Context: an optimization exercise on an open-source flow, tuned for small area and a short achievable clock period. The choices shown serve that exercise and are no tape-out recipe.
At most, simulation tests tie the RTL to the original design; equivalence was not proved.
Power and IR drop assume default switching activity.

the reference run:
==> flow/design.v <==
module ALU(
    output [15:0] s,
    input [15:0] a,
    input [15:0] b,
    input inv,
    input cin,
    input ar,
    input la
    );
wire [15:0] bx = b ^ {16{inv}};
wire [15:0] p = a ^ bx;
wire [15:0] g = a & bx;
wire [15:0] g1, p1, g2, p2, g3, p3, g4;
genvar i;
generate for (i = 0; i < 16; i = i + 1) begin : pf
  if (i == 0) begin
    assign g1[i] = g[0] | p[0] & cin; assign p1[i] = 1'b0;
  end else if (i == 1) begin
    assign g1[i] = g[1] | p[1] & g1[0]; assign p1[i] = 1'b0;
  end else if (i % 2 == 1) begin
    assign g1[i] = g[i] | p[i] & g[i-1]; assign p1[i] = p[i] & p[i-1];
  end else begin
    assign g1[i] = g[i]; assign p1[i] = p[i];
  end
  if (i % 4 >= 2) begin
    assign g2[i] = g1[i] | p1[i] & g1[(i/4)*4+1]; assign p2[i] = p1[i] & p1[(i/4)*4+1];
  end else begin
    assign g2[i] = g1[i]; assign p2[i] = p1[i];
  end
  if (i % 8 >= 4) begin
    assign g3[i] = g2[i] | p2[i] & g2[(i/8)*8+3]; assign p3[i] = p2[i] & p2[(i/8)*8+3];
  end else begin
    assign g3[i] = g2[i]; assign p3[i] = p2[i];
  end
  if (i >= 8) begin
    assign g4[i] = g3[i] | p3[i] & g3[7];
  end else begin
    assign g4[i] = g3[i];
  end
end endgenerate
wire [15:0] c = {g4[14:0], cin};   
assign s = la ? g : p ^ (c & {16{ar}});
endmodule
module c_aoi222(output y, input a1, a2, b1, b2, c1, c2);
assign y = ~(a1 & a2 | b1 & b2 | c1 & c2);
endmodule
module c_aoi22(output y, input a1, a2, b1, b2);
assign y = ~(a1 & a2 | b1 & b2);
endmodule
module c_nand3(output y, input a, b, c);
assign y = ~(a & b & c);
endmodule
module c_nand4(output y, input a, b, c, d);
assign y = ~(a & b & c & d);
endmodule
module regmux8(
    output [15:0] q,
    input [7:0] sel,
    input [15:0] r0, r1, r2, r3, r4, r5, r6, r7
    );
wire [15:0] t0, t1, t2;
genvar i;
generate for (i = 0; i < 16; i = i + 1) begin : sl
  c_aoi222 u0(t0[i], sel[0], r0[i], sel[1], r1[i], sel[2], r2[i]);
  c_aoi222 u1(t1[i], sel[3], r3[i], sel[4], r4[i], sel[5], r5[i]);
  c_aoi22 u2(t2[i], sel[6], r6[i], sel[7], r7[i]);
  c_nand3 u3(q[i], t0[i], t1[i], t2[i]);
end endgenerate
endmodule
module bmux(
    output [15:0] q,
    input [7:0] sel,
    input [15:0] r0, r1, r2, r3, r4, r5, r6, r7,
    input [15:0] k,
    input [15:0] x,
    input two_n
    );
wire [15:0] t0, t1, t2;
genvar i;
generate for (i = 0; i < 16; i = i + 1) begin : sl
  c_aoi222 u0(t0[i], sel[0], r0[i], sel[1], r1[i], sel[2], r2[i]);
  c_aoi222 u1(t1[i], sel[3], r3[i], sel[4], r4[i], sel[5], r5[i]);
  c_aoi222 u2(t2[i], sel[6], r6[i], sel[7], r7[i], k[i], x[i]);
  if (i == 1) begin : two
    c_nand4 u3(q[i], t0[i], t1[i], t2[i], two_n);
  end else begin : one
    c_nand3 u3(q[i], t0[i], t1[i], t2[i]);
  end
end endgenerate
endmodule
module dbgmux(
    output [15:0] q,
    input [3:0] s,
    input [15:0] r0, r1, r2, r3, r4, r5, r6, r7, ir
    );
wire [8:0] h;
dbgdec dec_(h, s);
wire [15:0] t0, t1, t2;
genvar i;
generate for (i = 0; i < 16; i = i + 1) begin : sl
  c_aoi222 u0(t0[i], h[0], r0[i], h[1], r1[i], h[2], r2[i]);
  c_aoi222 u1(t1[i], h[3], r3[i], h[4], r4[i], h[5], r5[i]);
  c_aoi222 u2(t2[i], h[6], r6[i], h[7], r7[i], h[8], ir[i]);
  c_nand3 u3(q[i], t0[i], t1[i], t2[i]);
end endgenerate
endmodule
module dbgdec(
    output [8:0] h,
    input [3:0] s
    );
assign h[0] = s == 4'd0;
assign h[1] = s == 4'd1;
assign h[2] = s == 4'd2;
assign h[3] = s == 4'd3;
assign h[4] = s == 4'd4;
assign h[5] = s == 4'd5;
assign h[6] = s == 4'd6;
assign h[7] = s == 4'd7;
assign h[8] = s == 4'd8;
endmodule
module arm16_core(
    input clk,
    input rst,
    output [15:0] mem_addr,
    input [15:0] mem_rdata,
    input [3:0] dbg_sel,
    output [15:0] dbg,
    output exec
    );
reg ex;
reg [15:0] ir;
reg [15:0] r0, r1, r2, r3, r4, r5, r6, r7;
assign exec = ex;
assign mem_addr = r7;
wire i_b = ir[15:13] == 3'b110;
wire i_alui = ir[15:14] == 2'b10;
wire i_a7 = i_b | (ir[15:11] == 5'b11100 & ir[7:4] == 4'b1111);
wire [2:0] i_op = i_alui ? ir[13:11] : i_b ? 3'd4 : ir[6:4];
wire i_anone = i_op == 3'd0 | i_op == 3'd2;   
wire i_breg = ir[15:13] == 3'b111 & ir[12:11] != 2'b00;
wire [7:0] asel = ~ex | i_a7 & ~i_anone ? 8'h80 : i_anone ? 8'h00 : 8'h01 << ir[10:8];
wire [7:0] bsel = ex & i_breg ? 8'h01 << ir[2:0] : 8'h00;
wire bk_lo = ex & (ir[15:14] != 2'b11 | i_b | ir[15:11] == 5'b11100);
wire bk_mid = ex & (ir[15:14] != 2'b11 | i_b);
wire bk_hi = ex & i_b;
wire inv = ex & (i_op == 3'd2 | i_op == 3'd6 | i_op == 3'd7);
wire cin = ex & i_op == 3'd6;
wire ar = ~ex | i_op[2];
wire la = ex & i_op == 3'd1;
wire [15:0] a;
regmux8 amux_(a, asel, r0, r1, r2, r3, r4, r5, r6, r7);
wire [15:0] b;
bmux bmux_(b, bsel, r0, r1, r2, r3, r4, r5, r6, r7,
  {{8{bk_hi}}, {4{bk_mid}}, {4{bk_lo}}}, {{8{ir[8]}}, ir[7:0]}, ex);
wire [15:0] y;
ALU alu_(y, a, b, inv, cin, ar, la);
wire [15:0] wd = rst ? 16'h0 : y;
wire [2:0] dst = i_alui ? ir[10:8] : 3'd7;
wire we = ex & ~rst;
always @(posedge clk) begin
  ex <= ~rst & ~ex;
  if (rst | ~ex) ir <= rst ? 16'h0 : mem_rdata;
  if (rst | we & dst == 3'd0) r0 <= wd;
  if (rst | we & dst == 3'd1) r1 <= wd;
  if (rst | we & dst == 3'd2) r2 <= wd;
  if (rst | we & dst == 3'd3) r3 <= wd;
  if (rst | we & dst == 3'd4) r4 <= wd;
  if (rst | we & dst == 3'd5) r5 <= wd;
  if (rst | we & dst == 3'd6) r6 <= wd;
  if (rst | ~ex | we & dst == 3'd7) r7 <= wd;
end
dbgmux dbg_(dbg, dbg_sel, r0, r1, r2, r3, r4, r5, r6, r7, ir);
endmodule
Settings: LEC_CHECK=0, CAP_MARGIN=20, CORE_MARGIN=2, CORE_UTILIZATION=40, CTS_BUF_LIST=sky130_fd_sc_hd__clkbuf_8, SETUP_SLACK_MARGIN=3.6, SLEW_MARGIN=20, SYNTH_HIERARCHICAL=1; clock period 8.5 ns.
standard.sh (not shown) runs the stock make flow with config.mk's settings and CLKGATE_MAP_FILE= SYNTH_SCRIPT=/design/flow/synth_recipe.tcl, a recipe that flattens the netlist after the stock synthesis.
==> flow/flow/run.sh <==
#!/bin/bash
# Own layout flow: the standard flow (standard synthesis, ORFS steps), with
#  - port buffers of the smallest buffer cell (every port still gets one),
#  - CTS without dummy clock loads.
# Each ORFS step writes its own log under orfs/logs/; make's output goes to make_finish.log.
set -euo pipefail
cd "$(dirname "$0")/.."
export BUFFER_PORTS_ARGS="-buffer_cell sky130_fd_sc_hd__buf_1"
export CTS_ARGS="-sink_clustering_enable -repair_clock_nets -buf_list sky130_fd_sc_hd__clkbuf_8 -dont_use_dummy_load"
bash standard.sh finish > make_finish.log 2>&1
Input changes introduced in the trial run (baseline for comparison: the reference run):
--- a/flow/design.v
+++ b/flow/design.v
@@ -90,21 +90,24 @@
 endmodule
 module dbgmux(
     output [15:0] q,
     input [3:0] s,
     input [15:0] r0, r1, r2, r3, r4, r5, r6, r7, ir
     );
-wire [8:0] h;
-dbgdec dec_(h, s);
-wire [15:0] t0, t1, t2;
+wire [8:0] hl, hh;
+dbgdec decl_(hl, s);
+dbgdec dech_(hh, s);
+wire [15:0] t0, t1, t2, t3;
 genvar i;
 generate for (i = 0; i < 16; i = i + 1) begin : sl
-  c_aoi222 u0(t0[i], h[0], r0[i], h[1], r1[i], h[2], r2[i]);
-  c_aoi222 u1(t1[i], h[3], r3[i], h[4], r4[i], h[5], r5[i]);
-  c_aoi222 u2(t2[i], h[6], r6[i], h[7], r7[i], h[8], ir[i]);
-  c_nand3 u3(q[i], t0[i], t1[i], t2[i]);
+  wire [8:0] h = i < 8 ? hl : hh;
+  c_aoi22 u0(t0[i], h[0], r0[i], h[1], r1[i]);
+  c_aoi22 u1(t1[i], h[2], r2[i], h[3], r3[i]);
+  c_aoi22 u2(t2[i], h[4], r4[i], h[5], r5[i]);
+  c_aoi222 u3(t3[i], h[6], r6[i], h[7], r7[i], h[8], ir[i]);
+  c_nand4 u4(q[i], t0[i], t1[i], t2[i], t3[i]);
 end endgenerate
 endmodule
 module dbgdec(
     output [8:0] h,
     input [3:0] s
     );
### Flow results
In the trial run, design area is higher than in the reference run.
The trial run vs the reference run, number of global-route vias before repair went up by 56.
Cmp the reference run and the trial run / global-route usage / lower: the trial run
Logic gate share of total power was lower in the trial run than in the reference run.
Number of ordinary and repair buffers in the finished layout (the trial run vs. the reference run) decreases by a few percent
The trial run ends up with a average cell area after synthesis that is 0.094 um^2 higher than in the reference run.
[the trial run] final-layout worst hold slack rose 10 ps relative to the reference run
Between the trial run and the reference run, it is the trial run whose sequential share of layout area is lower, by 2.2 points.
Compared with the reference run, the trial run improves fmax.
Function not checked in the trial run: the RTL went through the layout flow alone.

static timing again, ports no longer ideal:
How much do the figures lean on ideal ports? The routed layouts below were timed once more, with nothing changed but the port constraints.
Step 1 assumes that a clkbuf_16 drives the clock port and a buf_2 every other input.
Step 2 times the ports against the registers' clock, not the clock port: input delays grow and output delays shrink by t, the midpoint of the rising clock arrivals with the driver on.
Slacks: ideal ports / drivers / drivers and shift; pairs: ideal ports / drivers.
run	shift t [ns]	slack for setup (ns)	worst setup path after step 2
the reference run	0.483	3.591 / 3.560 / 3.560	input to output
the trial run	0.481	3.639 / 3.606 / 3.606	input to output
After both steps every run listed still meets setup and hold. The setup slack of the trial run, which loses most, moves by -0.033 ns with the drivers and by -0.033 ns with both steps.
